From an optimization exercise on the open Yosys and OpenROAD flow, aimed at small area and a short achievable clock period; shortcuts taken in it are not production practice. Where RTL was checked, it was by simulation tests only, not by an equivalence proof against the original. For runs 3 and 4, only the layout was checked, not whether the RTL still works. Power and IR drop assume default switching activity.

## flow/config.mk

```make
export PLATFORM = sky130hd
export DESIGN_NAME = fir_transpose_nom
export DESIGN_NICKNAME = fir_transpose_nom
export VERILOG_FILES = /design/flow/design.v
export SDC_FILE = /design/flow/constraint.sdc
export NUM_CORES = 4
export LEC_CHECK = 0
export CAP_MARGIN = 20
export CORE_MARGIN = 2
export CORE_UTILIZATION = 60
export SETUP_SLACK_MARGIN = 2.5
export SLEW_MARGIN = 20
```

## flow/flow/abc.script

```
&get -n
&st
&dch -f
&nf -R 1000
&put
topo
stime -c
buffer -c
upsize -c
dnsize -c
```

## flow/flow/my_synth.tcl

```tcl
# The standard flow's synthesis script (synth_recipe.tcl in the flow's work folder, sourced
# unchanged), with ABC's mapping script replaced by the file named in
# ABC_SCRIPT_OVERRIDE. Only the combinational mapping changes; registers are
# mapped exactly as in the standard synthesis.
proc abc {args} {
  if { [info exists ::env(ABC_SCRIPT_OVERRIDE)] && $::env(ABC_SCRIPT_OVERRIDE) ne "" } {
    set i [lsearch -exact $args -script]
    if { $i >= 0 } { lset args [expr { $i + 1 }] $::env(ABC_SCRIPT_OVERRIDE) }
  }
  yosys abc {*}$args
}
source $::env(FLOW_SYNTH_TCL)
```

## flow/design.v

```verilog
module mult (
    input  [7:0] m1,
    input  [7:0] m2,
    input  [7:0] m3,
    input  [7:0] m4,
    input  [7:0] m5,
    input  [7:0] m6,
    input  [7:0] m7,
    input  [6:0] n1,
    input  [6:0] n2,
    input  [4:0] c,
    input  [4:0] s,
    output [5:0] t
);
    wire sel0 = c[2:0] == 3'd1;
    wire sel1 = c[2:0] == 3'd2;
    wire sel2 = c[2:0] == 3'd3;
    wire sel3 = c[2:0] == 3'd4;
    wire sel4 = c[2:0] == 3'd5;
    wire sel5 = c[2:0] == 3'd6;
    wire sel6 = c[2:0] == 3'd7;
    wire R7 = (sel0 & m1[3]) | (sel1 & m2[3]) | (sel2 & m3[3]) | (sel3 & m4[3]) | (sel4 & m5[3]) | (sel5 & m6[3]) | (sel6 & m7[3]);
    wire R8 = (sel0 & m1[4]) | (sel1 & m2[4]) | (sel2 & m3[4]) | (sel3 & m4[4]) | (sel4 & m5[4]) | (sel5 & m6[4]) | (sel6 & m7[4]);
    wire R9 = (sel0 & m1[5]) | (sel1 & m2[5]) | (sel2 & m3[5]) | (sel3 & m4[5]) | (sel4 & m5[5]) | (sel5 & m6[5]) | (sel6 & m7[5]);
    wire R10 = (sel0 & m1[6]) | (sel1 & m2[6]) | (sel2 & m3[6]) | (sel3 & m4[6]) | (sel4 & m5[6]) | (sel5 & m6[6]) | (sel6 & m7[6]);
    wire R11 = (sel0 & m1[7]) | (sel1 & m2[7]) | (sel2 & m3[7]) | (sel3 & m4[7]) | (sel4 & m5[7]) | (sel5 & m6[7]) | (sel6 & m7[7]);
    wire R12 = ~R11;
    wire e13 = ~c[4] & c[3];
    wire e14 = c[4] & c[3];
    wire e15 = c[4] & ~c[3];
    wire Q16 = (e13 & m1[0]) | (e14 & n1[0]) | (e15 & n2[0]);
    wire Q17 = (e13 & m1[1]) | (e14 & n1[1]) | (e15 & n2[1]);
    wire Q18 = (e13 & m1[2]) | (e14 & n1[2]) | (e15 & n2[2]);
    wire Q19 = (e13 & m1[3]) | (e14 & n1[3]) | (e15 & n2[3]);
    wire Q20 = (e13 & m1[4]) | (e14 & n1[4]) | (e15 & n2[4]);
    wire Q21 = (e13 & m1[5]) | (e14 & n1[5]) | (e15 & n2[5]);
    wire Q22 = (e13 & m1[6]) | (e14 & n1[6]) | (e15 & n2[6]);
    wire Q23 = ~Q22;
    wire s24 = R8 ^ Q17 ^ s[0];
    wire c25 = (R8 & Q17) | (R8 & s[0]) | (Q17 & s[0]);
    wire s26 = R9 ^ Q18 ^ s[1];
    wire c27 = (R9 & Q18) | (R9 & s[1]) | (Q18 & s[1]);
    wire s28 = R10 ^ Q19 ^ s[2];
    wire c29 = (R10 & Q19) | (R10 & s[2]) | (Q19 & s[2]);
    wire s30 = R12 ^ Q20 ^ s[3];
    wire c31 = (R12 & Q20) | (R12 & s[3]) | (Q20 & s[3]);
    wire s32 = c29 ^ s30 ^ 1'b1;
    wire c33 = (c29 & s30) | (c29 & 1'b1) | (s30 & 1'b1);
    wire s34 = c31 ^ Q21 ^ ~s[4];
    wire c35 = (c31 & Q21) | (c31 & ~s[4]) | (Q21 & ~s[4]);
    wire c36 = R7 & Q16;
    wire [5:0] ra = {c35, c33, s32, c27, c25, s24};
    wire [5:0] rb = {Q23, s34, 1'b0, s28, s26, 1'b0};
    assign t = ra + rb + {5'b0, c36};
endmodule
module add_sat (
    input  [4:0] a,
    input  [4:0] b,
    output [4:0] out
);
    wire [5:0] t = {a[4], a} + {b[4], b};
    assign out = (t[5] ^ t[4]) ? {t[5], {4{~t[5]}}} : t[4:0];
endmodule
module fir_transpose_nom #(
    parameter DATA_WIDTH      = 5,
    parameter TAP_COEFF_WIDTH = 5,
    parameter NUM_TAPS        = 50
)(
    input                               clk,
    input                               rst,
    input  signed [DATA_WIDTH-1:0]      in,
    output signed [DATA_WIDTH-1:0]      out,
    input  [NUM_TAPS*TAP_COEFF_WIDTH-1:0] tap_coeffs
);
logic [NUM_TAPS-1:0][4:0] prod_q;
logic [NUM_TAPS-1:0][4:0] prod_d;
logic [NUM_TAPS-1:0][4:0] part_flopped;
logic [NUM_TAPS-1:0][4:0] sum_d;
logic [7:0] m1;
logic [7:0] m2;
logic [7:0] m3;
logic [7:0] m4;
logic [7:0] m5;
logic [7:0] m6;
logic [7:0] m7;
logic [6:0] n1, n2;
always @(*) begin
    case (in)
    5'd0: begin m1 = 8'd0; m2 = 8'd0; m3 = 8'd0; m4 = 8'd0; m5 = 8'd0; m6 = 8'd0; m7 = 8'd0; n1 = 7'd0; n2 = 7'd0; end
    5'd1: begin m1 = 8'd1; m2 = 8'd2; m3 = 8'd3; m4 = 8'd4; m5 = 8'd5; m6 = 8'd6; m7 = 8'd7; n1 = 7'd127; n2 = 7'd126; end
    5'd2: begin m1 = 8'd2; m2 = 8'd4; m3 = 8'd6; m4 = 8'd8; m5 = 8'd10; m6 = 8'd12; m7 = 8'd14; n1 = 7'd126; n2 = 7'd124; end
    5'd3: begin m1 = 8'd3; m2 = 8'd6; m3 = 8'd9; m4 = 8'd12; m5 = 8'd15; m6 = 8'd18; m7 = 8'd21; n1 = 7'd125; n2 = 7'd122; end
    5'd4: begin m1 = 8'd4; m2 = 8'd8; m3 = 8'd12; m4 = 8'd16; m5 = 8'd20; m6 = 8'd24; m7 = 8'd28; n1 = 7'd124; n2 = 7'd120; end
    5'd5: begin m1 = 8'd5; m2 = 8'd10; m3 = 8'd15; m4 = 8'd20; m5 = 8'd25; m6 = 8'd30; m7 = 8'd35; n1 = 7'd123; n2 = 7'd118; end
    5'd6: begin m1 = 8'd6; m2 = 8'd12; m3 = 8'd18; m4 = 8'd24; m5 = 8'd30; m6 = 8'd36; m7 = 8'd42; n1 = 7'd122; n2 = 7'd116; end
    5'd7: begin m1 = 8'd7; m2 = 8'd14; m3 = 8'd21; m4 = 8'd28; m5 = 8'd35; m6 = 8'd42; m7 = 8'd49; n1 = 7'd121; n2 = 7'd114; end
    5'd8: begin m1 = 8'd8; m2 = 8'd16; m3 = 8'd24; m4 = 8'd32; m5 = 8'd40; m6 = 8'd48; m7 = 8'd56; n1 = 7'd120; n2 = 7'd112; end
    5'd9: begin m1 = 8'd9; m2 = 8'd18; m3 = 8'd27; m4 = 8'd36; m5 = 8'd45; m6 = 8'd54; m7 = 8'd63; n1 = 7'd119; n2 = 7'd110; end
    5'd10: begin m1 = 8'd10; m2 = 8'd20; m3 = 8'd30; m4 = 8'd40; m5 = 8'd50; m6 = 8'd60; m7 = 8'd70; n1 = 7'd118; n2 = 7'd108; end
    5'd11: begin m1 = 8'd11; m2 = 8'd22; m3 = 8'd33; m4 = 8'd44; m5 = 8'd55; m6 = 8'd66; m7 = 8'd77; n1 = 7'd117; n2 = 7'd106; end
    5'd12: begin m1 = 8'd12; m2 = 8'd24; m3 = 8'd36; m4 = 8'd48; m5 = 8'd60; m6 = 8'd72; m7 = 8'd84; n1 = 7'd116; n2 = 7'd104; end
    5'd13: begin m1 = 8'd13; m2 = 8'd26; m3 = 8'd39; m4 = 8'd52; m5 = 8'd65; m6 = 8'd78; m7 = 8'd91; n1 = 7'd115; n2 = 7'd102; end
    5'd14: begin m1 = 8'd14; m2 = 8'd28; m3 = 8'd42; m4 = 8'd56; m5 = 8'd70; m6 = 8'd84; m7 = 8'd98; n1 = 7'd114; n2 = 7'd100; end
    5'd15: begin m1 = 8'd15; m2 = 8'd30; m3 = 8'd45; m4 = 8'd60; m5 = 8'd75; m6 = 8'd90; m7 = 8'd105; n1 = 7'd113; n2 = 7'd98; end
    5'd16: begin m1 = 8'd240; m2 = 8'd224; m3 = 8'd208; m4 = 8'd192; m5 = 8'd176; m6 = 8'd160; m7 = 8'd144; n1 = 7'd16; n2 = 7'd32; end
    5'd17: begin m1 = 8'd241; m2 = 8'd226; m3 = 8'd211; m4 = 8'd196; m5 = 8'd181; m6 = 8'd166; m7 = 8'd151; n1 = 7'd15; n2 = 7'd30; end
    5'd18: begin m1 = 8'd242; m2 = 8'd228; m3 = 8'd214; m4 = 8'd200; m5 = 8'd186; m6 = 8'd172; m7 = 8'd158; n1 = 7'd14; n2 = 7'd28; end
    5'd19: begin m1 = 8'd243; m2 = 8'd230; m3 = 8'd217; m4 = 8'd204; m5 = 8'd191; m6 = 8'd178; m7 = 8'd165; n1 = 7'd13; n2 = 7'd26; end
    5'd20: begin m1 = 8'd244; m2 = 8'd232; m3 = 8'd220; m4 = 8'd208; m5 = 8'd196; m6 = 8'd184; m7 = 8'd172; n1 = 7'd12; n2 = 7'd24; end
    5'd21: begin m1 = 8'd245; m2 = 8'd234; m3 = 8'd223; m4 = 8'd212; m5 = 8'd201; m6 = 8'd190; m7 = 8'd179; n1 = 7'd11; n2 = 7'd22; end
    5'd22: begin m1 = 8'd246; m2 = 8'd236; m3 = 8'd226; m4 = 8'd216; m5 = 8'd206; m6 = 8'd196; m7 = 8'd186; n1 = 7'd10; n2 = 7'd20; end
    5'd23: begin m1 = 8'd247; m2 = 8'd238; m3 = 8'd229; m4 = 8'd220; m5 = 8'd211; m6 = 8'd202; m7 = 8'd193; n1 = 7'd9; n2 = 7'd18; end
    5'd24: begin m1 = 8'd248; m2 = 8'd240; m3 = 8'd232; m4 = 8'd224; m5 = 8'd216; m6 = 8'd208; m7 = 8'd200; n1 = 7'd8; n2 = 7'd16; end
    5'd25: begin m1 = 8'd249; m2 = 8'd242; m3 = 8'd235; m4 = 8'd228; m5 = 8'd221; m6 = 8'd214; m7 = 8'd207; n1 = 7'd7; n2 = 7'd14; end
    5'd26: begin m1 = 8'd250; m2 = 8'd244; m3 = 8'd238; m4 = 8'd232; m5 = 8'd226; m6 = 8'd220; m7 = 8'd214; n1 = 7'd6; n2 = 7'd12; end
    5'd27: begin m1 = 8'd251; m2 = 8'd246; m3 = 8'd241; m4 = 8'd236; m5 = 8'd231; m6 = 8'd226; m7 = 8'd221; n1 = 7'd5; n2 = 7'd10; end
    5'd28: begin m1 = 8'd252; m2 = 8'd248; m3 = 8'd244; m4 = 8'd240; m5 = 8'd236; m6 = 8'd232; m7 = 8'd228; n1 = 7'd4; n2 = 7'd8; end
    5'd29: begin m1 = 8'd253; m2 = 8'd250; m3 = 8'd247; m4 = 8'd244; m5 = 8'd241; m6 = 8'd238; m7 = 8'd235; n1 = 7'd3; n2 = 7'd6; end
    5'd30: begin m1 = 8'd254; m2 = 8'd252; m3 = 8'd250; m4 = 8'd248; m5 = 8'd246; m6 = 8'd244; m7 = 8'd242; n1 = 7'd2; n2 = 7'd4; end
    5'd31: begin m1 = 8'd255; m2 = 8'd254; m3 = 8'd253; m4 = 8'd252; m5 = 8'd251; m6 = 8'd250; m7 = 8'd249; n1 = 7'd1; n2 = 7'd2; end
    endcase
end
always @ (posedge clk or posedge rst) begin
    if (rst) begin
        prod_q       <= '0;
        part_flopped <= '0;
    end
    else begin
        prod_q       <= prod_d;
        part_flopped <= sum_d;
    end
end
assign out = part_flopped[0];
genvar i;
for (i=0; i<NUM_TAPS; i=i+1) begin: tap
    wire [4:0] c = tap_coeffs[5*i +: 5];
    wire [4:0] s = 5'b0;
    wire [5:0] t;
    mult mult (.m1(m1), .m2(m2), .m3(m3), .m4(m4), .m5(m5), .m6(m6), .m7(m7), .n1(n1), .n2(n2), .c(c), .s(s), .t(t));
    assign prod_d[i] = t[4:0];   
    if (i == NUM_TAPS-1) begin: last
        assign sum_d[i] = prod_q[i];
    end else begin: add
        add_sat add_sat (.a(prod_q[i]), .b(part_flopped[(i+1)%NUM_TAPS]), .out(sum_d[i]));
    end
end
endmodule
```

## flow/standard.sh

```bash
#!/bin/bash
# synth_recipe.tcl (not shown) runs the flow's synth.tcl, then flattens the netlist and writes it again
# the make line also repeats each setting of config.mk as NAME=value (left out here)
make -C /OpenROAD-flow-scripts/flow DESIGN_CONFIG=/design/flow/config.mk WORK_HOME=/design/flow/orfs CLKGATE_MAP_FILE= SYNTH_SCRIPT=/design/flow/synth_recipe.tcl "${@:-finish}"
```

## flow/constraint.sdc

```tcl
create_clock -name core_clock -period 6.0 [get_ports {clk}]
set_input_delay 1.2000 -clock core_clock [delete_from_list [all_inputs] [get_ports {clk}]]
set_output_delay 1.2000 -clock core_clock [all_outputs]
set_load 0.01 [all_outputs]
```

## flow/flow/run.sh

```bash
#!/bin/bash
# The standard layout (standard.sh), with two changes to synthesis only:
# adders are left to ABC instead of being mapped onto the library's full- and
# half-adder cells, and ABC maps with flow/abc.script. Registers are untouched.
set -euo pipefail
W=$(pwd)
export FLOW_SYNTH_TCL=$W/synth_recipe.tcl
bash standard.sh SYNTH_SCRIPT=$W/flow/my_synth.tcl ADDER_MAP_FILE= \
  ABC_SCRIPT_OVERRIDE=$W/flow/abc.script finish > standard_flow.log 2>&1
```

==> summary.txt, run 1 <==
Outcome
  – Status: complete, no violations

Timing
  – RSZ-0062 raised after global routing: no
  – Final hold slack: around 0.35 ns
  – Hold Violations, Final: 0
  – Shortest period the worst path allows: about 3.5 ns
  – Count of final max-slew check failures: 0
  – Setup slack of the critical path after layout: ~2.5 ns
  – Transition time at the pin with the least slew margin: 1.174 ns
  – Final clock period utilization by the worst path: between 50% and 60%
  – Timing-limited maximum frequency: 289.7 MHz
  – Setup TNS: 0 ns
  – Final setup violating endpoints: 0
  – Max-slew headroom: a little over a fifth
  – Final setup skew: approximately 0.021 ns

Yosys
  – Adder-cell area share of the yosys netlist: approximately 2.9%
  – Post-synthesis cell count: 5333
  – Library cell with the highest instance count after synthesis: nand2_1
  – Mux cell area share after synthesis: 0%
  – Top_reg_cell synth: dfrtp_1
  – Count of yosys warnings during synthesis: 1
  – Most area-consuming cells after synthesis: dfrtp_1, xnor2_1, xor2_1
  – Async set or reset register ratio after synthesis: between 90% and 100%
  – Synthesized Nets: roughly 5600
  – Main combinational cell family by area after synthesis: compound AO/OA/AOI/OAI gates
  – Synth Cell Area: about 43000 um2
  – Most frequent cells after synthesis: nand2_1, nor2_1, xnor2_1
  – Fraction of the yosys area taken by sequential cells: a little under 30%
  – Post-synthesis share of cell area spent on xor and xnor gates: between 10% and 20%
  – Number of distinct library cell variants in the gate-level netlist after synthesis: 73
  – Post-synth top area share: 29.31%
  – Count of flip-flops with a built-in enable after synthesis: 0
  – Compound-Gate Fraction of Synth Area: 22.57%
  – Cell type with the highest aggregate area in the netlist: dfrtp_1
  – Post-synthesis register bit count: 500
  – Avg Inst Size Synth: ~8.0 um2
  – Simple-Gate Fraction of Synth Area: 22.01%

Layout
  – Count of nets after finishing: ~5700
  – Fraction of final layout cells with drive strength greater than 1: between 8 and 9%
  – Core utilization of the finished layout: 70.79%
  – Post-synthesis to final-layout area growth: 16.52%
  – Final Instance Count excl. Fillers: 6446
  – Summed area of non-filler cells in the final layout: 49740 um2

Detailed routing
  – First-pass DRT Iterations: 8
  – Detailed Route WL: approximately 140 mm
  – Detailed-route wire length per cell: 21.80 um
  – Via density per instance: 6.395
  – Number of design-rule violations left by the first detailed-router iteration: ~4000
  – Post-detailed-route DRC marker count: 0
  – Number of routed nets with antenna violations: 0
  – Via count: about 40000

Placed design
  – Placement Setup Slack: about 1.1 ns
  – Routability congestion estimate from global placement: slightly above 0.9
  – Cell count after placement: between 6000 and 7000
  – Standard cell area after detailed placement: between 40000 and 50000 um2
  – Port Buf Inserts: between 200 and 300
  – HPWL after DPL: around 90 mm

Clock tree
  – Clock tree from TritonCTS: yes
  – Deepest clock path buffer count: 3
  – Total of hold buffers inserted after clock tree synthesis: 0
  – Clk slew on worst S/H paths: approximately 0.060 ns
  – Clock sinks: 500
  – Insertion delay to the later sink of the worst-skew pair: 0.64 ns
  – Buffer type at the clock tree root: clkbuf_16
  – Num CTS Buffers: 56
  – Max H-tree Level: 2

Min path
  – Worst min-delay path category: flip-flop to flip-flop

Floorplan
  – Vertical die dimension: 270.7 um
  – I/O pins: between 200 and 300
  – Full die area: between 70000 and 80000 um2
  – Die width: 270.7 um
  – Effective utilization at floorplan: 60.75%
  – Core area: about 70000 um2
  – Row count: slightly below 100

Global routing
  – Overflow left after global routing: 0
  – Number of global-route vias before repair: 38440
  – Wire length of the first global-routing pass: 211.6 mm
  – Overall global routing resource usage: 36.58%
  – Initial antenna violation count: 16
  – Largest net degree at the start of global routing: between 100 and 150

Critical path
  – Setup crit start kind: input pin
  – Critical setup path kind: input pin to flip-flop
  – Required time at the worst-slack endpoint: 6.51 ns
  – Top fanout value on the critical path: 17
  – Capturing element type of the critical path: flip-flop
  – Arrival @ worst endpoint: 3.97 ns

Power and ir drop
  – Worst-case vdd ir drop: slightly below 0.0003 V
  – Overall power: 18.92 mW
  – Static leakage: between 15 and 20 nW
  – Cell Pwr Density: about 380 nW/um2

Run
  – Max-cap check violation count: 0
sequential cells by signal (all words and copies together), names as in the netlist:
signal        flops
prod_q          250
part_flopped    250
critical path, cell delays in order:
cell      delay [ns]
buf_16          0.14
xnor2_4         0.17
a21oi_2         0.37
xnor2_2         0.18
buf_6           0.30
o22ai_1         0.13
o311ai_0        0.83
o32a_1          0.35
o21ai_2         0.10
xor2_1          0.15
logic make-up after synthesis:
kind of cell,after synthesis
AO/OA/AOI/OAI,1428
XOR/XNOR,922
flip-flops,500
AND/OR/NAND/NOR,1941
buffers and inverters,419
adder cells (fa/ha/maj),123
worst paths after layout:
kind                            depth (start not counted)  slack (ns)                        from                           to
worst max-delay path                                   10        2.55                       in[1]        prod_q[103]$_DFF_PP0_
worst min-delay path                                    0        0.35       prod_q[246]$_DFF_PP0_  part_flopped[246]$_DFF_PP0_
worst max register to register                          6        3.61  part_flopped[31]$_DFF_PP0_   part_flopped[26]$_DFF_PP0_
worst min register to register                          0        0.35       prod_q[246]$_DFF_PP0_  part_flopped[246]$_DFF_PP0_
max in group asynchronous                               3        3.68                         rst  part_flopped[128]$_DFF_PP0_
min in group asynchronous                               2        1.12                         rst         prod_q[84]$_DFF_PP0_
final cells by class:
type | instances | area [um2]
fill | 5630 | 20530
sequential | 500 | 12510
antenna | 12 | 30.03
timing repair buffer | 381 | 4309
multi-input combinational | 4418 | 29400
tap | 940 | 1176
clock buffer | 73 | 1577
clock inverter | 30 | 385.4
inverter | 92 | 354.1
per-layer routing:
layer	share of wire, %	routed length (um)	track usage, %
met4	4.9	6925	17.11
met2	44	62510	57.94
met1	40	56600	48.30
met3	10	14430	7.118
met5	0.031	43	0
power by group:
group,switching (mW),total (mW),internal [mW]
registers,1.12,6.08,4.96
clock network,1.49,3.68,2.19
logic,5.15,9.16,4.01
total,7.76,18.9,11.2
what timing repair did:
| action | in CTS | in global routing |
|---|---|---|
| cloned | 6 | 11 |
| setup endpoints to repair | 234 | 95 |
| pin swaps | 12 | 11 |
| setup buffers | 24 | 22 |
| gates resized for setup | 40 | 98 |
layout by cell type, fill, tap and decap left out, types with 67 or more instances in the layout:
cell / count
nand2_1: 652
nor2_1: 542
xnor2_1: 516
dfrtp_1: 500
o21ai_0: 462
xor2_1: 386
clkdlybuf4s50_1: 210
o221ai_1: 195
a21oi_1: 171
nand3b_1: 113
nor3b_1: 112
o22ai_1: 105
nand3_1: 102
maj3_1: 101
nand2b_1: 99
nor2b_1: 94
inv_1: 87
clkbuf_16: 67
buf_4: 67
==> run 2: changes to the inputs <==
==> flow/flow/run.sh (replaced) <==
#!/bin/bash
# The standard layout (standard.sh), with these changes:
# - synthesis leaves adders to ABC instead of mapping them onto the library's
#   full- and half-adder cells, and ABC maps with flow/abc.script (registers are
#   mapped exactly as in the standard synthesis);
# - every input and output port still gets its own buffer, but a plain buf_1
#   instead of the delay buffer the default picks (timing repair upsizes the
#   ones that need it).
set -euo pipefail
W=$(pwd)
export FLOW_SYNTH_TCL=$W/synth_recipe.tcl
bash standard.sh SYNTH_SCRIPT=$W/flow/my_synth.tcl ADDER_MAP_FILE= \
  ABC_SCRIPT_OVERRIDE=$W/flow/abc.script \
  "BUFFER_PORTS_ARGS=-buffer_cell sky130_fd_sc_hd__buf_1" finish > standard_flow.log 2>&1
==> summary.txt, run 2 <==
Power and ir drop
  – Internal cell power: 11.02 mW (was 11.16 mW)
  – Portion of total power attributed to sequential cells: 32.3% (was 32.1%)
  – Part of the power in the clock network: 19.2% (was 19.5%)
  – Combinational power share: 48.4% (about the same)
  – Static leakage: 18.02 nW (was 18.94 nW)
  – Worst-case vdd ir drop: 0.0003706 V (was 0.0002882 V)
  – Sw frac: 41.45% (was 41.01%)
  – Cell Pwr Density: 389.3 nW/um2 (was 380.4 nW/um2)
  – Switching power: 7.802 mW (was 7.760 mW)

Run
  – Max-cap check violation count: 0 (unchanged)

Yosys
  – Count of yosys warnings during synthesis: 1 (unchanged)
  – Number of distinct library cell variants in the gate-level netlist after synthesis: 73 (unchanged)
  – Count of flip-flops with a built-in enable after synthesis: 0 (unchanged)
  – Most area-consuming cells after synthesis: dfrtp_1, xnor2_1, xor2_1 (unchanged)
  – Most frequent cells after synthesis: nand2_1, nor2_1, xnor2_1 (unchanged)
  – Cell type with the highest aggregate area in the netlist: dfrtp_1 (unchanged)
  – Synthesized Nets: 5590 (unchanged)
  – Fraction of the yosys area taken by sequential cells: 29.31% (unchanged)
  – Post-synth top area share: 29.31% (unchanged)
  – Avg Inst Size Synth: 8.005 um2 (unchanged)
  – Top_reg_cell synth: dfrtp_1 (unchanged)
  – Async set or reset register ratio after synthesis: 100.0% (unchanged)
  – Library cell with the highest instance count after synthesis: nand2_1 (unchanged)
  – Post-synthesis cell count: 5333 (unchanged)
  – Synth Cell Area: 42690 um2 (unchanged)
  – Post-synthesis register bit count: 500 (unchanged)

Timing
  – Final clock period utilization by the worst path: 57.67% (was 57.53%)
  – Shortest period the worst path allows: 3.460 ns (was 3.452 ns)
  – Final setup skew: 0.01495 ns (was 0.02087 ns)
  – Count of final max-slew check failures: 0 (unchanged)
  – RSZ-0062 raised after global routing: yes (was no)
  – Max-slew headroom: 19.85% (was 21.45%)
  – Hold Violations, Final: 0 (unchanged)
  – Transition time at the pin with the least slew margin: 1.198 ns (was 1.174 ns)
  – Timing-limited maximum frequency: 289.0 MHz (was 289.7 MHz)
  – Final setup violating endpoints: 0 (unchanged)
  – Final hold slack: 0.3497 ns (was 0.3472 ns)

Clock tree
  – Total of hold buffers inserted after clock tree synthesis: 0 (unchanged)
  – Max H-tree Level: 2 (unchanged)
  – Clk slew on worst S/H paths: 0.06 ns (about the same)
  – Deepest clock path buffer count: 3 (unchanged)
  – Num CTS Buffers: 56 (unchanged)
  – Buffer type at the clock tree root: clkbuf_16 (unchanged)
  – Clock sinks: 500 (unchanged)
  – Insertion delay to the later sink of the worst-skew pair: 0.63 ns (was 0.64 ns)
  – Clock tree from TritonCTS: yes (unchanged)

Detailed routing
  – Via count: 41430 (was 41220)
  – First-pass DRT Iterations: 9 (was 8)
  – Number of design-rule violations left by the first detailed-router iteration: 4527 (was 3973)
  – Via density per instance: 6.379 (was 6.395)
  – Detailed Route WL: 142.2 mm (was 140.5 mm)
  – Detailed-route wire length per cell: 21.90 um (was 21.80 um)
  – Number of routed nets with antenna violations: 0 (unchanged)
  – Post-detailed-route DRC marker count: 0 (unchanged)

Critical path
  – Arrival @ worst endpoint: 4.00 ns (was 3.97 ns)
  – Worst setup slack for register-to-register paths: 3.67 ns (was 3.61 ns)
  – Setup crit start kind: input pin (unchanged)
  – Capturing element type of the critical path: flip-flop (unchanged)
  – Required time at the worst-slack endpoint: 6.54 ns (was 6.51 ns)
  – Critical setup path kind: input pin to flip-flop (unchanged)
  – Top fanout value on the critical path: 23 (was 17)

Layout
  – Most frequent cells in the layout: nand2_1, nor2_1, xnor2_1, dfrtp_1, o21ai_0 (unchanged)
  – Top Registers: part_flopped: 250 flops, prod_q: 250 flops (unchanged)
  – Most common cell after layout, fill and taps aside: nand2_1 (unchanged)
  – Final Instance Count excl. Fillers: 6494 (was 6446)
  – Summed area of non-filler cells in the final layout: 48350 um2 (was 49740 um2)
  – Post-synthesis to final-layout area growth: 13.26% (was 16.52%)
  – Number of fill cells: 5832 (was 5630)
  – Count of nets after finishing: 5742 (was 5706)
  – Fraction of final layout cells with drive strength greater than 1: 9.183% (was 8.719%)

Floorplan
  – I/O pins: 262 (unchanged)
  – Full die area: 73300 um2 (unchanged)
  – Vertical die dimension: 270.7 um (unchanged)
  – Row count: 97 (unchanged)
  – Die width: 270.7 um (unchanged)
  – Core area: 70270 um2 (unchanged)
  – Effective utilization at floorplan: 60.75% (unchanged)

Global routing
  – Number of global-route vias before repair: 38290 (was 38440)
  – Wire length of the first global-routing pass: 212.5 mm (was 211.6 mm)
  – Largest net degree at the start of global routing: 166 (was 128)
  – Initial antenna violation count: 33 (was 16)
  – Overall global routing resource usage: 36.76% (was 36.58%)
  – Overflow left after global routing: 0 (unchanged)

Placed design
  – Cell count after placement: 6281 (was 6268)
  – Standard cell area after detailed placement: 44980 um2 (was 46450 um2)
  – HPWL after DPL: 91.39 mm (was 89.98 mm)
  – Port Buf Inserts: 261 (unchanged)
  – Routability congestion estimate from global placement: 0.9248 (was 0.9050)

Outcome
  – Status: complete, no violations (unchanged)

Min path
  – Worst min-delay path category: flip-flop to flip-flop (unchanged)
-- run 2: cell counts after synthesis --
No cell type changed its count.
-- run 2: cell type report --
class / instances / area (um2) / share of cell area [%]
multi-input cells: 4419 / 29390 / 60.79
flip-flops and latches: 500 / 12510 / 25.88
repair buffers: 416 / 2915 / 6.030
clock buffers: 74 / 1549 / 3.204
well taps: 940 / 1176 / 2.433
clock inverters: 31 / 394.1 / 0.8152
inverters: 92 / 354.1 / 0.7323
diodes: 22 / 55.05 / 0.1139
-- run 2: per-stage QoR --
step           power (mW)  setup WS, ns  setup TNS, ns  utilization (%)
2_1_floorplan       12.55        -1.984        -992.24                -
3_3_place_gp        14.56         1.067              0            64.00
3_5_place_dp        14.75         1.001              0            64.00
4_1_cts             18.63         2.500              0            67.84
5_1_grt             20.06         2.452              0            68.78
6_report            18.82         2.540              0            68.81
-- run 2: power groups by stage --
stage                     registers (mW)  logic [mW]  clock network (mW)
final                               6.09        9.12                3.62
after global routing                6.24        10.0                3.82
after CTS                           6.07        8.89                3.68
after detailed placement            6.10        8.65                   0
after global placement              6.06        8.49                   0
after floorplan                     5.77        6.78                   0
-- run 2: final timing paths --
kind / startpoint / endpoint / depth (start not counted)
hold / removal: prod_q[245]$_DFF_PP0_ / part_flopped[245]$_DFF_PP0_ / 0
setup reg to reg: part_flopped[31]$_DFF_PP0_ / part_flopped[25]$_DFF_PP0_ / 6
hold reg to reg: prod_q[245]$_DFF_PP0_ / part_flopped[245]$_DFF_PP0_ / 0
min in group asynchronous: rst / prod_q[56]$_DFF_PP0_ / 2
max in group asynchronous: rst / prod_q[241]$_DFF_PP0_ / 3
setup / recovery: in[2] / prod_q[8]$_DFF_PP0_ / 12
-- run 2: critical path, cell delays in order --
cell       delay [ns]
clkbuf_16        0.18
nand2_8          0.13
nand2b_4         0.09
nand2_2          0.15
and2_2           0.89
o22ai_1          0.13
nor2_1           0.22
xor2_1           0.29
xnor2_1          0.13
or2_0            0.24
and3_1           0.17
nor2_1           0.15
-- run 2: cells by family after synthesis --
family	synth area share, %
xor gates and xnor gates	19.03
DFF	29.31
AOI/OAI and AO/OA	22.57
and+or+nand+nor	22.01
buffers and inverters	4.144
adders and majority gates	2.931
-- run 2: routing by layer --
metal  track usage (%)  wire length, um  vias to the layer above  share of wire, %
met2             58.52            63190                     2139                44
met5                 0              208                        -              0.15
met4             16.20             7128                       30               5.0
met1             48.23            56440                    19390                40
met3             7.828            15230                      529                11
li1                  -                -                    19340                 -
-- run 2: what timing repair did --
action	CTS	global route
resized for setup	44	42
pin swaps	13	10
cloned	8	7
setup endpoints to repair	233	89
buffers inserted	40	31
==> run 3: changes to the inputs <==
--- a/flow/design.v
+++ b/flow/design.v
@@ -54,12 +54,13 @@
     assign t = ra + rb + {5'b0, c36};
 endmodule
 module add_sat (
-    input  [4:0] a,
-    input  [4:0] b,
+    input  [5:0] t,      
+    input        flip,   
     output [4:0] out
 );
-    wire [5:0] t = {a[4], a} + {b[4], b};
-    assign out = (t[5] ^ t[4]) ? {t[5], {4{~t[5]}}} : t[4:0];
+    wire t5 = t[5] ^ flip;
+    wire ovf = t5 ^ t[4];
+    assign out = ovf ? {t5, {4{~t5}}} : t[4:0];
 endmodule
 module fir_transpose_nom #(
     parameter DATA_WIDTH      = 5,
@@ -72,10 +73,10 @@
     output signed [DATA_WIDTH-1:0]      out,
     input  [NUM_TAPS*TAP_COEFF_WIDTH-1:0] tap_coeffs
 );
-logic [NUM_TAPS-1:0][4:0] prod_q;
-logic [NUM_TAPS-1:0][4:0] prod_d;
-logic [NUM_TAPS-1:0][4:0] part_flopped;
-logic [NUM_TAPS-1:0][4:0] sum_d;
+logic [NUM_TAPS-1:0][4:0] part_next;
+logic [NUM_TAPS-1:0][4:0] tap_out;
+logic [4:0]               out_q;
+wire                      x_min = in[4] & ~|in[3:0];
 logic [7:0] m1;
 logic [7:0] m2;
 logic [7:0] m3;
@@ -122,26 +123,21 @@
 end
 always @ (posedge clk or posedge rst) begin
     if (rst) begin
-        prod_q       <= '0;
-        part_flopped <= '0;
+        out_q     <= '0;
+        part_next <= '0;
     end
     else begin
-        prod_q       <= prod_d;
-        part_flopped <= sum_d;
+        out_q     <= part_next[0];
+        part_next <= tap_out;
     end
 end
-assign out = part_flopped[0];
+assign out = out_q;
 genvar i;
 for (i=0; i<NUM_TAPS; i=i+1) begin: tap
     wire [4:0] c = tap_coeffs[5*i +: 5];
-    wire [4:0] s = 5'b0;
+    wire [4:0] s = (i == NUM_TAPS-1) ? 5'b0 : part_next[(i+1)%NUM_TAPS];
     wire [5:0] t;
     mult mult (.m1(m1), .m2(m2), .m3(m3), .m4(m4), .m5(m5), .m6(m6), .m7(m7), .n1(n1), .n2(n2), .c(c), .s(s), .t(t));
-    assign prod_d[i] = t[4:0];   
-    if (i == NUM_TAPS-1) begin: last
-        assign sum_d[i] = prod_q[i];
-    end else begin: add
-        add_sat add_sat (.a(prod_q[i]), .b(part_flopped[(i+1)%NUM_TAPS]), .out(sum_d[i]));
-    end
+    add_sat add_sat (.t(t), .flip(x_min & c[4] & ~|c[3:0]), .out(tap_out[i]));
 end
 endmodule
==> flow/run.sh (new file) <==
#!/bin/bash
# synth_recipe.tcl (not shown) runs the flow's synth.tcl, then flattens the netlist and writes it again
# the make line also repeats each setting of config.mk as NAME=value (left out here)
make -C /OpenROAD-flow-scripts/flow DESIGN_CONFIG=/design/flow/config.mk WORK_HOME=/design/flow/orfs CLKGATE_MAP_FILE= SYNTH_SCRIPT=/design/flow/synth_recipe.tcl finish
--- a/flow/config.mk
+++ b/flow/config.mk
@@ -7,6 +7,5 @@
 export LEC_CHECK = 0
 export CAP_MARGIN = 20
 export CORE_MARGIN = 2
-export CORE_UTILIZATION = 60
-export SETUP_SLACK_MARGIN = 2.5
+export CORE_UTILIZATION = 40
 export SLEW_MARGIN = 20
removed: flow/flow/run.sh
removed: flow/flow/abc.script
removed: flow/flow/my_synth.tcl
removed: flow/standard.sh
==> summary.txt, run 3 <==
Floorplan
  – Die width: 333.4 um (was 270.7 um)
  – Vertical die dimension: 333.4 um (was 270.7 um)
  – Full die area: 111200 um2 (was 73300 um2)
  – Core area: 107400 um2 (was 70270 um2)
  – Row count: 120 (was 97)
  – I/O pins: 262 (unchanged)
  – Effective utilization at floorplan: 40.43% (was 60.75%)

Layout
  – Largest register FFs: 250
  – Sequential cell area: 6381 um2 (was 12510 um2)
  – Area of the multi-input gates: 32840 um2 (was 29390 um2)
  – Most common cell after layout, fill and taps aside: inv_1 (was nand2_1)
  – Number of fill cells: 10460 (was 5832)
  – Fraction of final layout cells with drive strength greater than 1: 6.133% (was 9.183%)
  – Post-synthesis to final-layout area growth: 11.52% (was 13.26%)
  – Register bank with the most flops: part_next
  – Top Registers: part_next: 250 flops, out_q: 5 flops (was part_flopped: 250 flops, prod_q: 250 flops)
  – Count of nets after finishing: 6284 (was 5742)
  – Most frequent cells in the layout: inv_1, o21ai_0, nand2_1, a21oi_1, fa_1 (was nand2_1, nor2_1, xnor2_1, dfrtp_1, o21ai_0)

Power and ir drop
  – Worst-case vdd ir drop: 0.0002657 V (was 0.0003706 V)
  – Static leakage: 21.48 nW (was 18.02 nW)
  – Overall power: 21.58 mW (was 18.82 mW)
  – Cell Pwr Density: 445.8 nW/um2 (was 389.3 nW/um2)

Yosys
  – Number of distinct library cell variants in the gate-level netlist after synthesis: 81 (was 73)
  – Synthesized Nets: 6381 (was 5590)
  – Most area-consuming cells after synthesis: dfrtp_1, fa_1, ha_1 (was dfrtp_1, xnor2_1, xor2_1)
  – Library cell with the highest instance count after synthesis: inv_1 (was nand2_1)
  – Cell type with the highest aggregate area in the netlist: dfrtp_1 (unchanged)
  – Synth Cell Area: 43410 um2 (was 42690 um2)
  – Post-synth top area share: 14.70% (was 29.31%)
  – Avg Inst Size Synth: 7.802 um2 (was 8.005 um2)
  – Count of flip-flops with a built-in enable after synthesis: 0 (unchanged)
  – Post-synthesis register bit count: 255 (was 500)
  – Async set or reset register ratio after synthesis: 100.0% (unchanged)
  – Top_reg_cell synth: dfrtp_1 (unchanged)
  – Post-synthesis cell count: 5564 (was 5333)
  – Fraction of the yosys area taken by sequential cells: 14.70% (was 29.31%)
  – Count of yosys warnings during synthesis: 1 (unchanged)
  – Most frequent cells after synthesis: inv_1, o21ai_0, nand2_1 (was nand2_1, nor2_1, xnor2_1)

Global routing
  – Initial antenna violation count: 47 (was 33)
  – Largest net degree at the start of global routing: 95 (was 166)
  – Overall global routing resource usage: 27.24% (was 36.76%)
  – Overflow left after global routing: 0 (unchanged)
  – Wire length of the first global-routing pass: 234.0 mm (was 212.5 mm)
  – Number of global-route vias before repair: 38420 (was 38290)

Clock tree
  – Clock tree from TritonCTS: yes (unchanged)
  – Insertion delay to the later sink of the worst-skew pair: 0.62 ns (was 0.63 ns)
  – Deepest clock path buffer count: 3 (unchanged)
  – Total of hold buffers inserted after clock tree synthesis: 0 (unchanged)
  – Number of cells upsized or downsized after cts: 0 (was 44)
  – Clk slew on worst S/H paths: 0.05 ns (was 0.06 ns)
  – Number of post-CTS setup repair buffers: 0 (was 40)
  – Buffer type at the clock tree root: clkbuf_16 (unchanged)
  – Max H-tree Level: 2 (unchanged)
  – Num CTS Buffers: 38 (was 56)
  – Clock sinks: 255 (was 500)

Critical path
  – Capturing element type of the critical path: flip-flop (unchanged)
  – Required time at the worst-slack endpoint: 6.51 ns (was 6.54 ns)
  – Worst setup slack for register-to-register paths: 3.28 ns (was 3.67 ns)
  – Top fanout value on the critical path: 18 (was 23)
  – Critical Path Source: in[2] (unchanged)
  – Arrival @ worst endpoint: 5.85 ns (was 4.00 ns)
  – Worst R2R Start: part_next[163]$_DFF_PP0_ (was part_flopped[31]$_DFF_PP0_)
  – Setup crit start kind: input pin (unchanged)
  – Critical setup path kind: input pin to flip-flop (unchanged)

Timing
  – Transition time at the pin with the least slew margin: 1.075 ns (was 1.198 ns)
  – RSZ-0062 raised after global routing: no (was yes)
  – Max-slew headroom: 28.31% (was 19.85%)
  – Timing-limited maximum frequency: 187.3 MHz (was 289.0 MHz)
  – Hold Violations, Final: 0 (unchanged)
  – Final clock period utilization by the worst path: 89.00% (was 57.67%)
  – Shortest period the worst path allows: 5.340 ns (was 3.460 ns)
  – Setup TNS: 0 ns (unchanged)
  – Final setup skew: 0.02723 ns (was 0.01495 ns)
  – Count of final max-slew check failures: 0 (unchanged)
  – Final hold slack: 0.3499 ns (was 0.3497 ns)
  – Final setup violating endpoints: 0 (unchanged)

Placed design
  – Routability congestion estimate from global placement: 0.8726 (was 0.9248)
  – Port Buf Inserts: 261 (unchanged)
  – HPWL after DPL: 105.8 mm (was 91.39 mm)

Detailed routing
  – Number of routed nets with antenna violations: 0 (unchanged)
  – Via count: 40490 (was 41430)
  – Detailed-route wire length per cell: 22.29 um (was 21.90 um)
  – Post-detailed-route DRC marker count: 0 (unchanged)
  – First-pass DRT Iterations: 7 (was 9)
  – Via density per instance: 5.851 (was 6.379)
  – Number of design-rule violations left by the first detailed-router iteration: 3881 (was 4527)
  – Detailed Route WL: 154.2 mm (was 142.2 mm)

Run
  – Max-cap check violation count: 0 (unchanged)

Outcome
  – Status: complete, no violations (unchanged)

Min path
  – Worst min-delay path category: flip-flop to flip-flop (unchanged)
  – Hold wc startpoint: part_next[4]$_DFF_PP0_ (was prod_q[245]$_DFF_PP0_)
run 3: kinds of logic (layout without fill, tap and decap cells):
logic type / after synthesis / count (layout) / share of synthesized area (%)
AOI/OAI and AO/OA: 1765 / 1765 / 26.03
other: 0 / 22 / 0
DFF: 255 / 255 / 14.70
xor gates and xnor gates: 369 / 369 / 9.123
muxes: 107 / 107 / 3.655
buffers and inverters: 1156 / 1087 / 10.21
and+or+nand+nor: 1348 / 1348 / 14.94
adders and majority gates: 564 / 564 / 21.34
run 3: metrics by stage:
| stage | instance area, um2 | utilization [%] | cells | setup slack [ns] |
|---|---|---|---|---|
| 2_1_floorplan | 43410 | - | 5564 | 0.4719 |
| 3_5_place_dp | 47110 | 43.88 | 6830 | 0.1251 |
| 3_3_place_gp | 47080 | 43.86 | 6829 | 0.1853 |
| 4_1_cts | 48360 | 45.04 | 6898 | 0.7613 |
| 6_report | 48410 | 45.09 | 6920 | 0.6598 |
| 5_1_grt | 48400 | 45.08 | 6915 | 0.4757 |
run 3: report_power, final:
part	switching (mW)	leakage (nW)	internal, mW
clock	0.959	0.617	1.37
sequential	0.630	2.96	3.01
combinational	8.60	17.9	7.02
run 3: cell type report:
type / instances / share of cell area [%]
Clock buffer: 59 / 2.378
Sequential cell: 255 / 13.18
Antenna cell: 22 / 0.1137
Clock inverter: 9 / 0.1990
Multi-Input combinational cell: 4153 / 67.84
Inverter: 645 / 5.024
Timing Repair Buffer: 374 / 7.640
Tap cell: 1403 / 3.626
run 3: critical path: stages:
cell	delay, ns
clkbuf_8	0.20
clkinv_1	0.14
buf_4	0.22
ha_1	0.28
nand2b_1	0.14
o311a_1	0.17
a21oi_4	0.48
buf_4	0.43
mux4_2	0.30
nand2_1	0.05
o21ai_0	0.13
fa_1	0.48
ha_1	0.28
a21o_1	0.17
a21oi_1	0.24
o21bai_1	0.12
xnor3_1	0.37
or2_2	0.31
o21ai_0	0.09
run 3: layer usage:
metal  wire length, um  global-route usage, %
met1             64570                  36.11
met2             70210                  43.74
met3             13960                  6.163
met4              5164                  9.185
met5               339                      0
run 3: path summary, 6_finish.rpt:
kind	depth (start not counted)	end
worst max-delay path	19	part_next[233]$_DFF_PP0_
worst min-delay path	0	out_q[4]$_DFF_PP0_
worst max register to register	9	part_next[156]$_DFF_PP0_
worst min register to register	0	out_q[4]$_DFF_PP0_
max in group asynchronous	3	part_next[234]$_DFF_PP0_
min in group asynchronous	2	part_next[49]$_DFF_PP0_
==> run 4: changes to the inputs <==
--- a/flow/design.v
+++ b/flow/design.v
@@ -9,8 +9,9 @@
     input  [6:0] n1,
     input  [6:0] n2,
     input  [4:0] c,
-    input  [4:0] s,
-    output [5:0] t
+    output [3:0] r0,     
+    output [4:0] r1,     
+    output       cy      
 );
     wire sel0 = c[2:0] == 3'd1;
     wire sel1 = c[2:0] == 3'd2;
@@ -24,42 +25,35 @@
     wire R9 = (sel0 & m1[5]) | (sel1 & m2[5]) | (sel2 & m3[5]) | (sel3 & m4[5]) | (sel4 & m5[5]) | (sel5 & m6[5]) | (sel6 & m7[5]);
     wire R10 = (sel0 & m1[6]) | (sel1 & m2[6]) | (sel2 & m3[6]) | (sel3 & m4[6]) | (sel4 & m5[6]) | (sel5 & m6[6]) | (sel6 & m7[6]);
     wire R11 = (sel0 & m1[7]) | (sel1 & m2[7]) | (sel2 & m3[7]) | (sel3 & m4[7]) | (sel4 & m5[7]) | (sel5 & m6[7]) | (sel6 & m7[7]);
-    wire R12 = ~R11;
-    wire e13 = ~c[4] & c[3];
-    wire e14 = c[4] & c[3];
-    wire e15 = c[4] & ~c[3];
-    wire Q16 = (e13 & m1[0]) | (e14 & n1[0]) | (e15 & n2[0]);
-    wire Q17 = (e13 & m1[1]) | (e14 & n1[1]) | (e15 & n2[1]);
-    wire Q18 = (e13 & m1[2]) | (e14 & n1[2]) | (e15 & n2[2]);
-    wire Q19 = (e13 & m1[3]) | (e14 & n1[3]) | (e15 & n2[3]);
-    wire Q20 = (e13 & m1[4]) | (e14 & n1[4]) | (e15 & n2[4]);
-    wire Q21 = (e13 & m1[5]) | (e14 & n1[5]) | (e15 & n2[5]);
-    wire Q22 = (e13 & m1[6]) | (e14 & n1[6]) | (e15 & n2[6]);
-    wire Q23 = ~Q22;
-    wire s24 = R8 ^ Q17 ^ s[0];
-    wire c25 = (R8 & Q17) | (R8 & s[0]) | (Q17 & s[0]);
-    wire s26 = R9 ^ Q18 ^ s[1];
-    wire c27 = (R9 & Q18) | (R9 & s[1]) | (Q18 & s[1]);
-    wire s28 = R10 ^ Q19 ^ s[2];
-    wire c29 = (R10 & Q19) | (R10 & s[2]) | (Q19 & s[2]);
-    wire s30 = R12 ^ Q20 ^ s[3];
-    wire c31 = (R12 & Q20) | (R12 & s[3]) | (Q20 & s[3]);
-    wire s32 = c29 ^ s30 ^ 1'b1;
-    wire c33 = (c29 & s30) | (c29 & 1'b1) | (s30 & 1'b1);
-    wire s34 = c31 ^ Q21 ^ ~s[4];
-    wire c35 = (c31 & Q21) | (c31 & ~s[4]) | (Q21 & ~s[4]);
-    wire c36 = R7 & Q16;
-    wire [5:0] ra = {c35, c33, s32, c27, c25, s24};
-    wire [5:0] rb = {Q23, s34, 1'b0, s28, s26, 1'b0};
-    assign t = ra + rb + {5'b0, c36};
+    wire e12 = ~c[4] & c[3];
+    wire e13 = c[4] & c[3];
+    wire e14 = c[4] & ~c[3];
+    wire Q15 = (e12 & m1[0]) | (e13 & n1[0]) | (e14 & n2[0]);
+    wire Q16 = (e12 & m1[1]) | (e13 & n1[1]) | (e14 & n2[1]);
+    wire Q17 = (e12 & m1[2]) | (e13 & n1[2]) | (e14 & n2[2]);
+    wire Q18 = (e12 & m1[3]) | (e13 & n1[3]) | (e14 & n2[3]);
+    wire Q19 = (e12 & m1[4]) | (e13 & n1[4]) | (e14 & n2[4]);
+    wire Q20 = (e12 & m1[5]) | (e13 & n1[5]) | (e14 & n2[5]);
+    assign r0 = {R11, R10, R9, R8};
+    assign r1 = {Q20, Q19, Q18, Q17, Q16};
+    assign cy = R7 & Q15;
 endmodule
 module add_sat (
-    input  [5:0] t,      
-    input        flip,   
+    input  [3:0] r0,    
+    input  [4:0] r1,    
+    input        cy,    
+    input  [4:0] s,     
     output [4:0] out
 );
-    wire t5 = t[5] ^ flip;
-    wire ovf = t5 ^ t[4];
+    wire        r1_32 = (r1 == 5'b10000);
+    wire        r1_6  = r1[4] & ~r1_32;
+    wire [5:0]  a = {{2{r0[3]}}, r0};
+    wire [5:0]  b = {r1_6, r1};
+    wire [5:0]  c = {s[4], s};
+    wire [5:0]  t = a + b + c + {5'b0, cy};
+    wire        flip = r1_32 & ~|r0;
+    wire        t5 = t[5] ^ flip;
+    wire        ovf = t5 ^ t[4];
     assign out = ovf ? {t5, {4{~t5}}} : t[4:0];
 endmodule
 module fir_transpose_nom #(
@@ -73,10 +67,10 @@
     output signed [DATA_WIDTH-1:0]      out,
     input  [NUM_TAPS*TAP_COEFF_WIDTH-1:0] tap_coeffs
 );
-logic [NUM_TAPS-1:0][4:0] part_next;
-logic [NUM_TAPS-1:0][4:0] tap_out;
-logic [4:0]               out_q;
-wire                      x_min = in[4] & ~|in[3:0];
+logic [NUM_TAPS-1:0][9:0] row_q;
+logic [NUM_TAPS-1:0][9:0] row_d;
+logic [NUM_TAPS-1:0][4:0] part_flopped;
+logic [NUM_TAPS-1:0][4:0] sum_d;
 logic [7:0] m1;
 logic [7:0] m2;
 logic [7:0] m3;
@@ -123,21 +117,21 @@
 end
 always @ (posedge clk or posedge rst) begin
     if (rst) begin
-        out_q     <= '0;
-        part_next <= '0;
+        row_q        <= '0;
+        part_flopped <= '0;
     end
     else begin
-        out_q     <= part_next[0];
-        part_next <= tap_out;
+        row_q        <= row_d;
+        part_flopped <= sum_d;
     end
 end
-assign out = out_q;
+assign out = part_flopped[0];
 genvar i;
 for (i=0; i<NUM_TAPS; i=i+1) begin: tap
     wire [4:0] c = tap_coeffs[5*i +: 5];
-    wire [4:0] s = (i == NUM_TAPS-1) ? 5'b0 : part_next[(i+1)%NUM_TAPS];
-    wire [5:0] t;
-    mult mult (.m1(m1), .m2(m2), .m3(m3), .m4(m4), .m5(m5), .m6(m6), .m7(m7), .n1(n1), .n2(n2), .c(c), .s(s), .t(t));
-    add_sat add_sat (.t(t), .flip(x_min & c[4] & ~|c[3:0]), .out(tap_out[i]));
+    wire [4:0] s = (i == NUM_TAPS-1) ? 5'b0 : part_flopped[(i+1)%NUM_TAPS];
+    mult mult (.m1(m1), .m2(m2), .m3(m3), .m4(m4), .m5(m5), .m6(m6), .m7(m7),
+               .n1(n1), .n2(n2), .c(c), .r0(row_d[i][3:0]), .r1(row_d[i][8:4]), .cy(row_d[i][9]));
+    add_sat add_sat (.r0(row_q[i][3:0]), .r1(row_q[i][8:4]), .cy(row_q[i][9]), .s(s), .out(sum_d[i]));
 end
 endmodule
==> flow/flow/run.sh (new file) <==
#!/bin/bash
# The standard layout (standard.sh), with these changes:
# - synthesis leaves adders to ABC instead of mapping them onto the library's
#   full- and half-adder cells, and ABC maps with flow/abc.script (registers are
#   mapped exactly as in the standard synthesis);
# - every input and output port still gets its own buffer, but a plain buf_1
#   instead of the delay buffer the default picks (timing repair upsizes the
#   ones that need it).
set -euo pipefail
W=$(pwd)
export FLOW_SYNTH_TCL=$W/synth_recipe.tcl
bash standard.sh SYNTH_SCRIPT=$W/flow/my_synth.tcl ADDER_MAP_FILE= \
  ABC_SCRIPT_OVERRIDE=$W/flow/abc.script \
  "BUFFER_PORTS_ARGS=-buffer_cell sky130_fd_sc_hd__buf_1" finish > standard_flow.log 2>&1
==> flow/flow/abc.script (new file) <==
&get -n
&st
&dch -f
&nf -R 1000
&put
topo
stime -c
buffer -c
upsize -c
dnsize -c
==> flow/flow/my_synth.tcl (new file) <==
# The standard flow's synthesis script (synth_recipe.tcl in the flow's work folder, sourced
# unchanged), with ABC's mapping script replaced by the file named in
# ABC_SCRIPT_OVERRIDE. Only the combinational mapping changes; registers are
# mapped exactly as in the standard synthesis.
proc abc {args} {
  if { [info exists ::env(ABC_SCRIPT_OVERRIDE)] && $::env(ABC_SCRIPT_OVERRIDE) ne "" } {
    set i [lsearch -exact $args -script]
    if { $i >= 0 } { lset args [expr { $i + 1 }] $::env(ABC_SCRIPT_OVERRIDE) }
  }
  yosys abc {*}$args
}
source $::env(FLOW_SYNTH_TCL)
==> flow/standard.sh (new file) <==
#!/bin/bash
# synth_recipe.tcl (not shown) runs the flow's synth.tcl, then flattens the netlist and writes it again
# the make line also repeats each setting of config.mk as NAME=value (left out here)
make -C /OpenROAD-flow-scripts/flow DESIGN_CONFIG=/design/flow/config.mk WORK_HOME=/design/flow/orfs CLKGATE_MAP_FILE= SYNTH_SCRIPT=/design/flow/synth_recipe.tcl "${@:-finish}"
--- a/flow/config.mk
+++ b/flow/config.mk
@@ -7,5 +7,6 @@
 export LEC_CHECK = 0
 export CAP_MARGIN = 20
 export CORE_MARGIN = 2
-export CORE_UTILIZATION = 40
+export CORE_UTILIZATION = 60
+export SETUP_SLACK_MARGIN = 3.3
 export SLEW_MARGIN = 20
removed: flow/run.sh
==> summary.txt, run 4 <==
Critical path
  – Worst reg-to-reg path cell count: 8 (was 9)
  – Setup crit start kind: input pin (unchanged)
  – Required time at the worst-slack endpoint: 6.51 ns (about the same)
  – Slowest cell delay on critical path: 0.38 ns (was 0.48 ns)
  – Crit path cell chain: clkbuf_8 -> buf_16 -> a21oi_1 -> nor2_2 -> buf_4 -> xnor2_2 -> buf_8 -> nor2_1 -> a211oi_1 -> a21oi_1 (was clkbuf_8 -> clkinv_1 -> buf_4 -> ha_1 -> nand2b_1 -> o311a_1 -> a21oi_4 -> buf_4 -> mux4_2 -> nand2_1 -> o21ai_0 -> fa_1 -> ha_1 -> a21o_1 -> a21oi_1 -> o21bai_1 -> xnor3_1 -> or2_2 -> o21ai_0)
  – Slowest cell on the critical path: buf_8 (was a21oi_4)
  – Top fanout value on the critical path: 38 (was 18)
  – Capturing element type of the critical path: flip-flop (unchanged)
  – Critical setup path kind: input pin to flip-flop (unchanged)
  – CP dominant cell by count: a21oi_1
  – Arrival @ worst endpoint: 3.22 ns (was 5.85 ns)

Yosys
  – Fraction of the yosys area taken by sequential cells: 35.40% (was 14.70%)
  – Synthesized Nets: 6231 (was 6381)
  – Library cell with the highest instance count after synthesis: nand2_1 (was inv_1)
  – Synth Cell Area: 53010 um2 (was 43410 um2)
  – Async set or reset register ratio after synthesis: 100.0% (unchanged)
  – Top_reg_cell synth: dfrtp_1 (unchanged)
  – Most area-consuming cells after synthesis: dfrtp_1, xnor2_1, xor2_1 (was dfrtp_1, fa_1, ha_1)
  – Count of flip-flops with a built-in enable after synthesis: 0 (unchanged)
  – Post-synth top area share: 35.40% (was 14.70%)
  – Avg Inst Size Synth: 8.874 um2 (was 7.802 um2)
  – Number of distinct library cell variants in the gate-level netlist after synthesis: 60 (was 81)
  – Most frequent cells after synthesis: nand2_1, dfrtp_1, xnor2_1 (was inv_1, o21ai_0, nand2_1)
  – Post-synthesis cell count: 5974 (was 5564)
  – Count of yosys warnings during synthesis: 1 (unchanged)
  – Post-synthesis register bit count: 750 (was 255)
  – Cell type with the highest aggregate area in the netlist: dfrtp_1 (unchanged)

Timing
  – Count of final max-slew check failures: 0 (unchanged)
  – RSZ-0062 raised after global routing: yes (was no)
  – Hold Violations, Final: 0 (unchanged)
  – Final clock period utilization by the worst path: 45.18% (was 89.00%)
  – Max-slew headroom: 25.99% (was 28.31%)
  – Timing-limited maximum frequency: 368.9 MHz (was 187.3 MHz)
  – Transition time at the pin with the least slew margin: 1.109 ns (was 1.075 ns)
  – Final setup skew: 0.01911 ns (was 0.02723 ns)
  – Final setup violating endpoints: 0 (unchanged)
  – Shortest period the worst path allows: 2.711 ns (was 5.340 ns)

Power and ir drop
  – Static leakage: 23.41 nW (was 21.48 nW)
  – Sw frac: 42.51% (was 47.19%)
  – Switching power: 12.41 mW (was 10.19 mW)
  – Internal cell power: 16.79 mW (was 11.40 mW)
  – Portion of total power attributed to sequential cells: 27.0% (was 16.9%)
  – Combinational power share: 54.3% (was 72.4%)
  – Cell Pwr Density: 491.9 nW/um2 (was 445.8 nW/um2)
  – Part of the power in the clock network: 18.7% (was 10.8%)
  – Worst-case vdd ir drop: 0.0004697 V (was 0.0002657 V)

Global routing
  – Largest net degree at the start of global routing: 137 (was 95)
  – Initial antenna violation count: 57 (was 47)
  – Number of global-route vias before repair: 44360 (was 38420)
  – Overall global routing resource usage: 36.78% (was 27.24%)
  – Wire length of the first global-routing pass: 257.2 mm (was 234.0 mm)
  – Overflow left after global routing: 0 (unchanged)

Detailed routing
  – Met3 Wirelength: 17.78 mm (was 13.96 mm)
  – Detailed-route wire length per cell: 23.13 um (was 22.29 um)
  – Length of routed wiring on met1: 67.86 mm (was 64.57 mm)
  – Detailed Route WL: 171.3 mm (was 154.2 mm)
  – Number of design-rule violations left by the first detailed-router iteration: 5260 (was 3881)
  – First-pass DRT Iterations: 10 (was 7)
  – Uppermost metal layer occupied by signal nets: met5 (unchanged)
  – Met2 routed WL: 77.75 mm (was 70.21 mm)
  – Number of routed nets with antenna violations: 0 (unchanged)
  – Post-detailed-route DRC marker count: 0 (unchanged)
  – Via count: 47350 (was 40490)
  – Via density per instance: 6.393 (was 5.851)

Floorplan
  – Die width: 301.3 um (was 333.4 um)
  – Effective utilization at floorplan: 60.27% (was 40.43%)
  – Core area: 87970 um2 (was 107400 um2)
  – Row count: 109 (was 120)
  – I/O pins: 262 (unchanged)
  – Full die area: 90750 um2 (was 111200 um2)
  – Vertical die dimension: 301.3 um (was 333.4 um)

Clock tree
  – Clk slew on worst S/H paths: 0.05 ns (about the same)
  – Num CTS Buffers: 88 (was 38)
  – Insertion delay to the later sink of the worst-skew pair: 0.66 ns (was 0.62 ns)
  – Buffer type at the clock tree root: clkbuf_16 (unchanged)
  – Deepest clock path buffer count: 3 (unchanged)
  – Clock sinks: 750 (was 255)
  – Clock tree from TritonCTS: yes (unchanged)
  – Max H-tree Level: 3 (was 2)

Outcome
  – Status: complete, no violations (unchanged)

Layout
  – Core utilization of the finished layout: 67.49% (was 45.09%)
  – Fraction of final layout cells with drive strength greater than 1: 7.979% (was 6.133%)
  – Register bank with the most flops: row_q (was part_next)
  – Largest register FFs: 500 (was 250)
  – Most frequent cells in the layout: nand2_1, dfrtp_1, xnor2_1, nand3_1, o21ai_0 (was inv_1, o21ai_0, nand2_1, a21oi_1, fa_1)
  – Top Registers: row_q: 500 flops, part_flopped: 250 flops (was part_next: 250 flops, out_q: 5 flops)
  – Final Instance Count excl. Fillers: 7406 (was 6920)
  – Most common cell after layout, fill and taps aside: nand2_1 (was inv_1)
  – Post-synthesis to final-layout area growth: 11.98% (was 11.52%)
  – Count of nets after finishing: 6382 (was 6284)

Min path
  – Worst min-delay path category: flip-flop to flip-flop (unchanged)
  – Cells on Worst Hold Path: 2 (was 0)

Placed design
  – Port Buf Inserts: 261 (unchanged)
  – Routability congestion estimate from global placement: 0.9447 (was 0.8726)
  – HPWL after DPL: 109.9 mm (was 105.8 mm)
  – Cell count after placement: 7141 (was 6830)

Run
  – Max-cap check violation count: 0 (unchanged)
-- run 4: cell types whose count changed after synthesis, moves of 182 or more --
cell and delta:
clkbuf_1 -182, nand3_1 +347, fa_1 -295, a21oi_1 -246, dfrtp_1 +495, maj3_1 +246, ha_1 -265, xor2_1 +217
inv_1 -583, o21ai_0 -200, nand2_1 +225, xnor2_1 +500
-- run 4: final cells by class --
class                      instances  area, um2
multi-input combinational       4847      33560
fill                            7204      28600
sequential                       750      18770
clock buffer                     123       2597
timing repair buffer             377       2307
tap                             1165       1458
clock inverter                    33      314.1
inverter                          61      232.7
antenna                           50      125.1
-- run 4: cell families (layout without fill, tap and decap cells) --
family,count (synthesis),in the layout,synth area share [%]
flops,750,750,35.40
xor+xnor,1057,1058,17.86
buf+inv,386,594,2.839
fa+ha+maj,259,259,4.911
other cells,0,50,0
compound gates,1259,1261,16.62
simple gates,2263,2269,22.37
-- run 4: final timing paths --
check / from / endpoint / slack, ns
min in group asynchronous: rst / part_flopped[194]$_DFF_PP0_ / 0.70
max reg2reg: row_q[100]$_DFF_PP0_ / part_flopped[50]$_DFF_PP0_ / 3.38
min reg2reg: row_q[419]$_DFF_PP0_ / part_flopped[205]$_DFF_PP0_ / 0.61
max in group asynchronous: rst / part_flopped[91]$_DFF_PP0_ / 3.93
max: in[1] / row_q[189]$_DFF_PP0_ / 3.29
min: row_q[419]$_DFF_PP0_ / part_flopped[205]$_DFF_PP0_ / 0.61
-- run 4: power groups by stage --
stage                     Combinational (mW)  Clock (mW)  Sequential (mW)
after floorplan                         12.2           0             7.55
after global placement                  14.7           0             7.92
after detailed placement                15.0           0             7.93
after CTS                               15.3        5.52             7.88
after global routing                    17.5        5.73             8.03
final                                   15.8        5.46             7.90
-- run 4: timing repair --
item / CTS / global route
cloned: 11 / 3
hold buffers: 0 / 0
endpoints found under the hold margin: 0 / 0
gates resized for setup: 62 / 67
endpoints found under the setup margin: 404 / 190
pin swaps: 15 / 18
buffers inserted: 30 / 15
-- run 4: layer usage --
layer / vias to the layer above / global-route usage [%]
met5: - / 0
met4: 34 / 16.37
met3: 515 / 9.502
met2: 2229 / 58.02
met1: 22750 / 47.66
li1: 21820 / -
-- run 4: worst max-delay path: cells and delay by family --
| kind | cells | cell delay [ns] |
|---|---|---|
| buffers and inverters | 4 | 0.92 |
| AOI/OAI and AO/OA | 3 | 0.70 |
| and+or+nand+nor | 2 | 0.20 |
| xor gates and xnor gates | 1 | 0.18 |
-- run 4: stage by stage --
| stage | setup TNS, ns | worst slack [ns] | hold WS (ns) | cell area (um2) | power (mW) |
|---|---|---|---|---|---|
| final | 0 | 3.289 | 0.6065 | 59360 | 29.20 |
| after global routing | 0 | 3.253 | 0.6376 | 59310 | 31.26 |
| after floorplan | -4111.02 | -5.481 | 0.5520 | 53270 | 19.80 |
| after CTS | 0 | 3.278 | 0.6105 | 58770 | 28.70 |
| after detailed placement | 0 | 1.382 | 0.5915 | 55120 | 22.94 |
| after global placement | 0 | 1.407 | 0.5937 | 55120 | 22.59 |

-- what the ideal ports hide --
The flow's constraints put no driver on any port. The routed layouts listed below were extracted and timed again, unchanged, in two steps. Step 1 assumes that a clkbuf_16 drives the clock port and a buf_2 every other input. Step 2 also shifts input and output timing later by t, the mid clock arrival at the registers, as if the neighbouring blocks saw the same clock. Three values: ideal, step 1, step 2; two values: the first two.
run	t (ns)	setup WS [ns]	clock arrival spread, ns	slew at the worst register clock pin (ns)	pins driven straight from the clock port
run 1	0.695	2.548 / 2.337 / 1.642	0.024 / 0.024	0.06 / 0.06	1
run 2	0.690	2.540 / 2.338 / 1.648	0.017 / 0.017	0.07 / 0.07	1
run 3	0.683	0.660 / 0.629 / -0.055	0.036 / 0.037	0.06 / 0.06	1
run 4	0.721	3.289 / 3.139 / 2.418	0.028 / 0.028	0.07 / 0.07	1
Met with ideal ports but missed after step 2: setup timing in run 3. The setup slack of run 1, which loses most, moves by -0.211 ns with the drivers and by -0.906 ns with both steps.
